From an optimization exercise on the open Yosys and OpenROAD flow, aimed at small area and a short achievable clock period; shortcuts taken in it are not production practice. The RTL of this run was laid out without a check of its function. Power figures rest on the tool's default switching activity, not on a simulated workload.

==> flow/design.v <==
`timescale 1ns / 1ps
module adder(
				input wire [31:0] a, b,
				output wire [31:0] y
);
	assign y = a + b;
endmodule
`timescale 1ns / 1ps
module alu(
	input wire [31:0]scrA,	
	input wire [31:0]scrB,	
	input wire [3:0]operation,		
	output reg [31:0]ALUResult,
	output wire zero		
);
	always @(scrA,scrB,operation)begin
			case (operation)
				4'b0000: 	ALUResult <= scrA & scrB;  
				4'b0001: 	ALUResult <= scrA | scrB;  
				3'b0010:	ALUResult <= scrA + scrB;  
				4'b0110:	ALUResult <= scrA - scrB;	 
				4'b0111:	ALUResult <= (scrA < scrB) ? 1:0;  
				4'b1000:	ALUResult <= {scrB[15:0], 16'b0};  
				default: ALUResult <= 32'd0;
			endcase
	end
assign zero = (ALUResult == 0)? 1:0;
endmodule
`timescale 1ns / 1ps
module alu_dec(input wire [5:0] function_number,
					input wire [1:0] alu_operation,
					input wire [5:0] dec_operation,
					output reg [3:0] alu_control  );
always@(*) begin
	case(alu_operation)
	2'b00: alu_control <= 4'b0010;  
	2'b01: alu_control <= 4'b0110;  
	2'b11: 
		case (dec_operation) 
			6'b001111: alu_control <= 4'b1000;  
			6'b001101: alu_control <= 4'b0001;  
			default: alu_control <= 4'b0000;
		endcase	
		default: case(function_number)  
		6'b100100: alu_control <= 4'b0000;  
		6'b100101: alu_control <= 4'b0001;  
		6'b100000: alu_control <= 4'b0010;  
		6'b100010: alu_control <= 4'b0110;  
		6'b101010: alu_control <= 4'b0111;  
		default:   alu_control <= 4'b0000;  
		endcase
	endcase
end
endmodule
`timescale 1ns / 1ps
module controller(
							input wire [5:0] operation, functions_number,
							input wire zero,
							output wire noExt,jal,
							output wire memwrite,
							output wire pcsrc, alusrc,
							output wire regwrite,memtoreg,
							output wire [1:0]regdst,jump,
							output wire [3:0] alu_control);
wire [1:0] alu_operation;
wire branch;
main_dec md (
    .operation(operation), 
    .memtoreg(memtoreg), 
    .mem_write(memwrite), 
    .branch(branch), 
    .alu_src(alusrc), 
    .reg_dst(regdst), 
    .reg_write(regwrite), 
    .jump(jump), 
	 .noExt(noExt),
	 .jal(jal),
    .alu_operation(alu_operation),
	 .function_number(functions_number)
    );
alu_dec ad (
    .function_number(functions_number), 
    .alu_operation(alu_operation), 
	 .dec_operation(operation),
    .alu_control(alu_control)
    );
assign pcsrc = branch & zero;
endmodule
`timescale 1ns / 1ps
module datapath(
						input wire clk, reset,
						input wire mem_to_reg,
						input wire pc_src,
						input wire alu_src,
						input wire [1:0]jump,reg_dst,
						input wire reg_write,noExt,jal,
						input wire [3:0] alu_control,
						output wire zero,
						input wire [31:0] readData,
						input wire [31:0] instruction,						
						output wire [31:0] pc,
						output wire [31:0] writeData,
						output wire [31:0]ALU
		);
wire [4:0] write_reg;
wire [31:0] pc_next, pc_nextbr, pc_plus4, pc_branch;
wire [31:0] signimm, signimmsh,resultofmux,salida2Registro,datosInmediatos;
wire [31:0] srca, srcb;
wire [31:0]srcb2;
wire [31:0] result;
assign writeData = salida2Registro;
alu alu (
    .scrA(srca), 
    .scrB(srcb), 
    .operation(alu_control), 
    .ALUResult(ALU),  
    .zero(zero)  
    );
flopr #(32) pcreg (
    .clk(clk), 
    .reset(reset), 
    .d(pc_next), 
    .q(pc)
    );
adder pcadd1 (
    .a(pc), 
    .b(32'b100), 
    .y(pc_plus4) 
    );
sl2 immsh (
    .a(signimm), 
    .y(signimmsh) 
    );
adder pcadd2 (
    .a(pc_plus4), 
    .b(signimmsh), 
    .y(pc_branch) 
    );
mux2 #(32) pcbrmux (
    .d0(pc_plus4), 
    .d1(pc_branch), 
    .s(pc_src), 
    .y(pc_nextbr)  
    );
mux4 #(32) pcmux (
    .d0({pc_nextbr[31:2], 2'b00}),  
    .d2({pc_plus4[31:28],instruction[25:0], 2'b00}),  
	 .d1(srca+32'd4),  
	 .d3(32'd0), 
    .s(jump), 
    .y(pc_next)  
    );
regfile rf (
    .clk(clk), 
    .we3(reg_write), 
    .ra1(instruction[25:21]), 
    .ra2(instruction[20:16]), 
    .wa3(write_reg), 
    .wd3(result), 
    .rd1(srca), 
    .rd2(salida2Registro)
    );
mux2 #(32) jalmux(
	 .d0(resultofmux), 
    .d1(pc), 
    .s(jal), 
    .y(result)  
);	 
mux4 #(5) wrmux (
    .d0(instruction[20:16]), 
    .d1(instruction[15:11]), 
	 .d2(5'd31),
	 .d3(5'd0),
    .s(reg_dst), 
    .y(write_reg) 
    );
mux2 #(32) resmux (
    .d0(ALU), 
    .d1(readData),
    .s(mem_to_reg), 
    .y(resultofmux) 
    );
signext sei (
    .a(instruction[15:0]), 
    .y(signimm)  
    );
mux2 #(32) semux (
    .d0(signimm), 
    .d1({16'b0,instruction[15:0]}), 
    .s(noExt), 
    .y(datosInmediatos)  
    );
mux2 #(32) srcbmux (
    .d0(salida2Registro), 
    .d1(datosInmediatos), 
    .s(alu_src), 
    .y(srcb) 
    );
endmodule
`timescale 1ns / 1ps
module flopr #(parameter WIDTH = 8)
	(input wire clk, reset,
	input wire [WIDTH-1:0] d,
	output reg [WIDTH-1:0] q);
	always @(posedge clk, posedge reset)
		if (reset) q <= 32'd0; 
		else q <= d;
endmodule
`timescale 1ns / 1ps
module main_dec(input wire [5:0] operation,					
					output wire  mem_write,noExt,jal,
					output wire branch, alu_src,memtoreg,reg_write,
					output wire [1:0] reg_dst,jump,
					output wire [1:0] alu_operation,
					input wire [5:0] function_number
					);
	reg [12:0] controls; 
	assign {reg_write, reg_dst, alu_src, branch, mem_write,memtoreg, jump, alu_operation,noExt,jal} = controls;
	always@(*) begin
		case(operation)
			6'b000000:
			case(function_number)
				6'b001000: controls <= 13'b0_00_0_0_0_0_01_00_0_0;  
				default: controls <= 13'b1_01_0_0_0_0_00_10_0_0;  
			endcase
			6'b100011: controls <= 13'b1_00_1_0_0_1_00_00_0_0;  
			6'b101011: controls <= 13'b0_00_1_0_1_0_00_00_0_0;  
			6'b000100: controls <= 13'b0_00_0_1_0_0_00_01_0_0;  
			6'b001000: controls <= 13'b1_00_1_0_0_0_00_00_0_0;  
			6'b001101: controls <= 13'b1_00_1_0_0_0_00_11_1_0;  
			6'b001111: controls <= 13'b1_00_1_0_0_0_00_11_0_0;  
			6'b000010: controls <= 13'b0_00_0_0_0_0_10_00_0_0;  
			6'b000011: controls <= 13'b1_10_0_0_0_0_10_00_0_1;  
			default: controls <= 13'b0;  
		endcase
	end
endmodule
`timescale 1ns / 1ps
module mips(
		input wire clk, reset,	
		output wire [31:0] pc,		
		input wire [31:0] instruction,
		output wire	mem_write,
		output wire [31:0]writeData,		
		input wire [31:0]readData,
		output wire [31:0]Result
);
wire noExt, alu_src, reg_write, pc_src, zero,jal,mem_to_reg;
wire [3:0] alu_control;
wire [1:0]reg_dst,jump;
controller c(
    .operation(instruction[31:26]),  
    .functions_number(instruction[5:0]),  
    .zero(zero),
	 .noExt(noExt),	  
	 .jal(jal),
    .memtoreg(mem_to_reg), 
    .memwrite(mem_write), 
    .pcsrc(pc_src), 
    .alusrc(alu_src), 
    .regdst(reg_dst), 
    .regwrite(reg_write), 
    .jump(jump),
    .alu_control(alu_control)
    );
datapath dp (
    .clk(clk), 
    .reset(reset), 
    .mem_to_reg(mem_to_reg), 
    .pc_src(pc_src), 
    .alu_src(alu_src), 
    .reg_dst(reg_dst), 
    .reg_write(reg_write), 
    .jump(jump),
    .noExt(noExt),
    .jal(jal),	 
    .alu_control(alu_control), 
    .zero(zero),  
    .readData(readData), 
    .instruction(instruction), 
    .pc(pc),   
    .writeData(writeData), 
	.ALU(Result)  
    );
endmodule
`timescale 1ns / 1ps
module mux2 #(parameter WIDTH = 8)
				(input wire [WIDTH-1:0] d0, d1,
				input wire s,
				output wire [WIDTH-1:0] y);
				assign y = s ? d1 : d0;
endmodule
`timescale 1ns / 1ps
module mux4 #(parameter WIDTH = 8)
				(input wire [WIDTH-1:0] d0, d1,d2,d3,
				input wire [1:0] s,
				output reg [WIDTH-1:0] y);
				always@(*)
				begin
					case(s)
						2'b00:y<=d0;
						2'b01:y<=d1;
						2'b10:y<=d2;
						2'b11:y<=d3;
						default: y<=d0;
					endcase
				end
endmodule
`timescale 1ns / 1ps
module regfile(input wire clk,
					input wire we3,
					input wire [4:0] ra1, ra2, wa3,
					input wire [31:0] wd3,
					output wire [31:0] rd1, rd2);
reg [31:0] rf[31:0];
always @(posedge clk)
if (we3) rf[wa3] <= wd3;
assign rd1 = (ra1 != 0) ? rf[ra1] : 0;
assign rd2 = (ra2 != 0) ? rf[ra2] : 0;
endmodule
`timescale 1ns / 1ps
module signext(
					input wire [15:0] a,
					output wire [31:0] y);
assign y = {{16{a[15]}}, a};
endmodule
`timescale 1ns / 1ps
module sl2(input wire [31:0] a,
				output wire [31:0] y
);
assign y = {a[29:0], 2'b00};
endmodule
==> flow/run.sh <==
#!/bin/bash
# synth_recipe.tcl (not shown) runs the flow's synth.tcl, then flattens the netlist and writes it again
# the make line also repeats each setting of config.mk as NAME=value (left out here)
make -C /OpenROAD-flow-scripts/flow DESIGN_CONFIG=/design/flow/config.mk WORK_HOME=/design/flow/orfs CLKGATE_MAP_FILE= SYNTH_SCRIPT=/design/flow/synth_recipe.tcl finish
==> flow/config.mk <==
export PLATFORM = sky130hd
export DESIGN_NAME = mips
export DESIGN_NICKNAME = mips
export VERILOG_FILES = /design/flow/design.v
export SDC_FILE = /design/flow/constraint.sdc
export NUM_CORES = 4
export LEC_CHECK = 0
export CAP_MARGIN = 20
export CORE_MARGIN = 2
export CORE_UTILIZATION = 40
export SETUP_SLACK_MARGIN = 0.2
export SLEW_MARGIN = 20
==> flow/constraint.sdc <==
create_clock -name core_clock -period 10.0 [get_ports {clk}]
set_input_delay 2.0000 -clock core_clock [delete_from_list [all_inputs] [get_ports {clk}]]
set_output_delay 2.0000 -clock core_clock [all_outputs]
set_load 0.01 [all_outputs]
==> flow_metrics.py <==
metrics = {
    "critical_path": {
        "crit_path_end_kind": "output pin",
        "critPathBufInv": 7,
        "worstPathCellList": "buf_8, buf_12, mux4_2, mux4_2, mux2i_1, nor2_1, nand2_1, nand2_1, ha_1, buf_4, inv_1, nand2_1, a2111oi_0, nor2_1, a211oi_1, buf_4, a41oi_1, or3_1, mux2_2, a22oi_1, inv_1, clkdlybuf4s50_1",
        "worstPathMaxFanout": 60,
        "r2r_slack_ps": 3050,
        "critPathMaxStageDelay_ps": 490,
        "r2r-start": "dp.rf.rf[3][0]",
        "path_depth": 22,
        "cp_slowest_cell": "mux4_2",
        "rr_worst_depth": 20,
        "cp_common_cell": "nand2_1",
        "startpoint_type": "primary input",
        "arrival_ps": 7710,
        "critical_path.top_delay_family": "buffers and inverters",
        "r2r_end": "dp.pcreg.q[31]",
        "path_class": "primary input to output pin",
        "worstPathRequired_ps": 8000,
        "worstSetupStartpoint": "instruction[17]",
        "endpoint": "Result[29]",
    },
    "clocking": {
        "clk_latency_ps": 750,
        "cts.htree.levels": 3,
        "cts_tree": "built",
        "cts_root_buffer": "clkbuf_16",
        "clk_path_buf_depth": 3,
        "cts.sinks": 1056,
        "clk_pin_slew_ps": 60,
        "numCtsBuffers": 107,
        "postCtsHoldBufs": 0,
    },
    "synth": {
        "synth_top_cell_by_area": "edfxtp_1",
        "synth_edf_count": 1024,
        "synth-main-ff-cell": "edfxtp_1",
        "syn_nets": 4087,
        "synth_seq_cells": 1056,
        "synth.most_common_cell": "edfxtp_1",
        "seq_area_frac_synth_pct": 54.3,
        "synth_cell_type_count": 93,
        "postSynthAreaPerCell_um2": 14.9,
        "synth_area_leaders": "edfxtp_1 53%, mux4_2 20%, mux2i_1 3.7%",
        "async_flop_share_pct": 3.03,
        "synth_common_cells": "1,024 x edfxtp_1, 510 x mux4_2, 239 x nor2_1",
        "yosysWarnings": 7,
        "yosysTopAreaCellShare_pct": 52.9,
        "synthesis.instances": 3891,
        "synth_area_um2": 58100,
    },
    "drt": {
        "routed-via-count": 40200,
        "first_iter_violations": 4917,
        "ant_nets": 0,
        "wirelength_um": 213000,
        "first_pass_iters": 6,
        "route.detailed.drc": 0,
        "routedWlPerCell_um": 34.3,
        "via_per_inst": 6.48,
    },
    "grt": {
        "grt_pass1_wl_um": 297000,
        "grt_max_degree": 61,
        "grt_pass1_vias": 39600,
        "grtUsageMet3_pct": 5.45,
        "grt_overflow": 0,
        "antenna_found_initial": 6,
        "grtUsageMet2_pct": 45.8,
        "grt.total_usage_pct": 28.4,
        "top_usage_layer": "met2",
        "met1_usage_pct": 37.2,
    },
    "status": {
        "status": "timing/DRC/antenna clean",
    },
    "cells_and_area": {
        "num-nets-final": 4417,
        "post-route-util_pct": 47.1,
        "area_growth_pct": 16.6,
        "n_fill_cell": 12400,
        "drive_gt1_share_pct": 26.9,
    },
    "floorplan": {
        "die_y_um": 385,
        "std_cell_rows": 139,
        "coreArea_um2": 144000,
        "die_area_um2": 148000,
        "start_util_pct": 40.4,
        "io_pins": 163,
        "die_w_um": 385,
    },
    "timing": {
        "period_minus_slack_ps": 9710,
        "whs_ps": 726,
        "fmax_mhz": 103,
        "clock_skew_ps": 36.7,
        "finalCritPeriodShare_pct": 97.1,
        "rsz0062_at_grt": "true",
        "maxSlewViolCount": 0,
        "timing_hold_violations_final": 0,
        "worst_pin_slew_ps": 1250,
        "slew_headroom_pct": 15.8,
        "setup_viol": 0,
        "fin_setup_tns_ps": 0,
    },
    "place": {
        "place_congestion": 0.995,
        "hpwl_um": 139000,
        "io_buffers": 162,
    },
    "power": {
        "p_comb_share_pct": 27.1,
        "power.density_nw_per_um2": 189,
        "peakVddDrop_v": 0.000133,
        "internal_power_mw": 8.84,
        "leakage_nw": 23.4,
        "switching_power_mw": 4.00,
        "clkPwrFrac_pct": 29.9,
        "p_seq_share_pct": 43.0,
        "total_power_mw": 12.8,
        "p_sw_share_pct": 31.1,
    },
    "min_path": {
        "hold_path_class": "flip-flop to flip-flop",
    },
    "flow_run": {
        "maxCapViolations": 0,
    },
}
state kept, by name, summed over array words and instances (netlist names):
signal,flops
dp.pcreg.q,32
dp.rf.rf,1024
metrics by stage:
| step | cells | setup WS [ps] | area [µm²] |
|---|---|---|---|
| detailed placement | 6010 | 143 | 64300 |
| global placement | 6009 | -130 | 64300 |
| floorplan | 3891 | 206 | 58200 |
| CTS | 6201 | 225 | 67500 |
| global route | 6207 | 136 | 67800 |
| finish | 6208 | 286 | 67800 |
cells in the final DEF, fill, tap and decap left out, types with 47 or more instances in the layout:
cell	instances
nor3_1	47
mux2i_1	217
nand2_1	159
ha_1	124
xnor2_1	59
mux4_2	510
nand3_1	80
inv_1	110
buf_4	293
clkbuf_16	111
o21ai_0	135
clkdlybuf4s50_1	151
a21oi_1	135
nor2_1	202
o22ai_1	53
edfxtp_1	1024
power groups by stage:
| stage | Combinational [mW] | Clock, mW | Sequential [mW] |
|---|---|---|---|
| 2_1_floorplan | 1.85 | 0 | 5.63 |
| 3_3_place_gp | 3.38 | 0 | 5.61 |
| 3_5_place_dp | 3.39 | 0 | 5.62 |
| 4_1_cts | 3.40 | 3.87 | 5.52 |
| 5_1_grt | 3.70 | 4.04 | 5.53 |
| 6_report | 3.47 | 3.83 | 5.52 |
cells by family after synthesis:
family	after synthesis	share of synthesized area [%]
DFF	1056	54.3
muxes	760	24.1
and+or+nand+nor	743	6.21
AOI/OAI and AO/OA	732	8.47
buffers and inverters	388	2.79
adders and majority gates	130	2.84
xor gates and xnor gates	82	1.24
final cells by class:
class / instances / area [µm²] / area share [%]
repair buffers: 496 / 4690 / 6.92
diodes: 2 / 5.00 / 0.00739
well taps: 1903 / 2380 / 3.51
clock buffers: 129 / 2780 / 4.10
flip-flops and latches: 1056 / 31600 / 46.6
multi-input cells: 2447 / 25500 / 37.6
clock inverters: 62 / 470 / 0.694
inverters: 113 / 425 / 0.628
worst min-delay path by stage:
stage	cells after the start	end	start
global placement	3	dp.pcreg.q[21]	dp.pcreg.q[21]
detailed placement	3	dp.pcreg.q[21]	dp.pcreg.q[21]
CTS	3	dp.pcreg.q[21]	dp.pcreg.q[21]
floorplan	3	dp.pcreg.q[21]	dp.pcreg.q[21]
global route	3	dp.pcreg.q[21]	dp.pcreg.q[21]
finish	3	dp.pcreg.q[21]	dp.pcreg.q[21]
worst register-to-register path: stages (launching register included):
cell and delay [ps]:
edfxtp_1 390, mux4_2 520, mux4_2 470, o211ai_1 540, inv_1 110, ha_2 240, fa_1 490, and3b_1 250
o31ai_4 310, nand4_1 220, nand2_1 200, o32ai_1 110, o22ai_1 420, nand4_1 180, or4_1 680, or4_1 540
nor4_2 210, nand4_2 240, buf_4 300, or3_1 410, nand3_1 90
per-layer routing:
metal | vias to the layer above | wire length [µm]
li1 | 16500 | -
met1 | 20900 | 80500
met2 | 2271 | 99800
met3 | 474 | 21400
met4 | 8 | 11000
met5 | - | 69
what timing repair did:
| action | CTS | global route |
|---|---|---|
| endpoints found under the hold margin | 0 | 0 |
| gates resized for setup | 1 | 36 |
| setup buffers | 0 | 2 |
| setup endpoints to repair | 2 | 16 |
| pin swaps | 0 | 1 |
| cloned | 0 | 3 |

afterwards: timing with drivers on the ports:
In the flow no input, the clock included, has a driving cell. The finished layout below was timed again as built, in two steps. Step 1 sets driving cells, clkbuf_16 on the clock port and buf_2 on the other inputs (assumed; they add their load-dependent delay and slew). Step 2, shift: input delay + t, output delay - t, t = (earliest + latest rising clock arrival at the registers) / 2. This alone moves slack from input paths to output paths. Slacks: ideal ports / drivers / drivers and shift; pairs: ideal ports / drivers.
t (ns): 0.805
setup WS [ns]: 0.286 / 0.215 / 0.215
hold WS [ns]: 0.726 / 0.726 / 0.726
worst data-port slew with drivers (ns): 0.13
pins driven straight from the clock port: 1
After both steps this run still meets setup and hold. For this run, drivers alone change the setup slack by -0.071 ns; drivers and shift together by -0.071 ns.
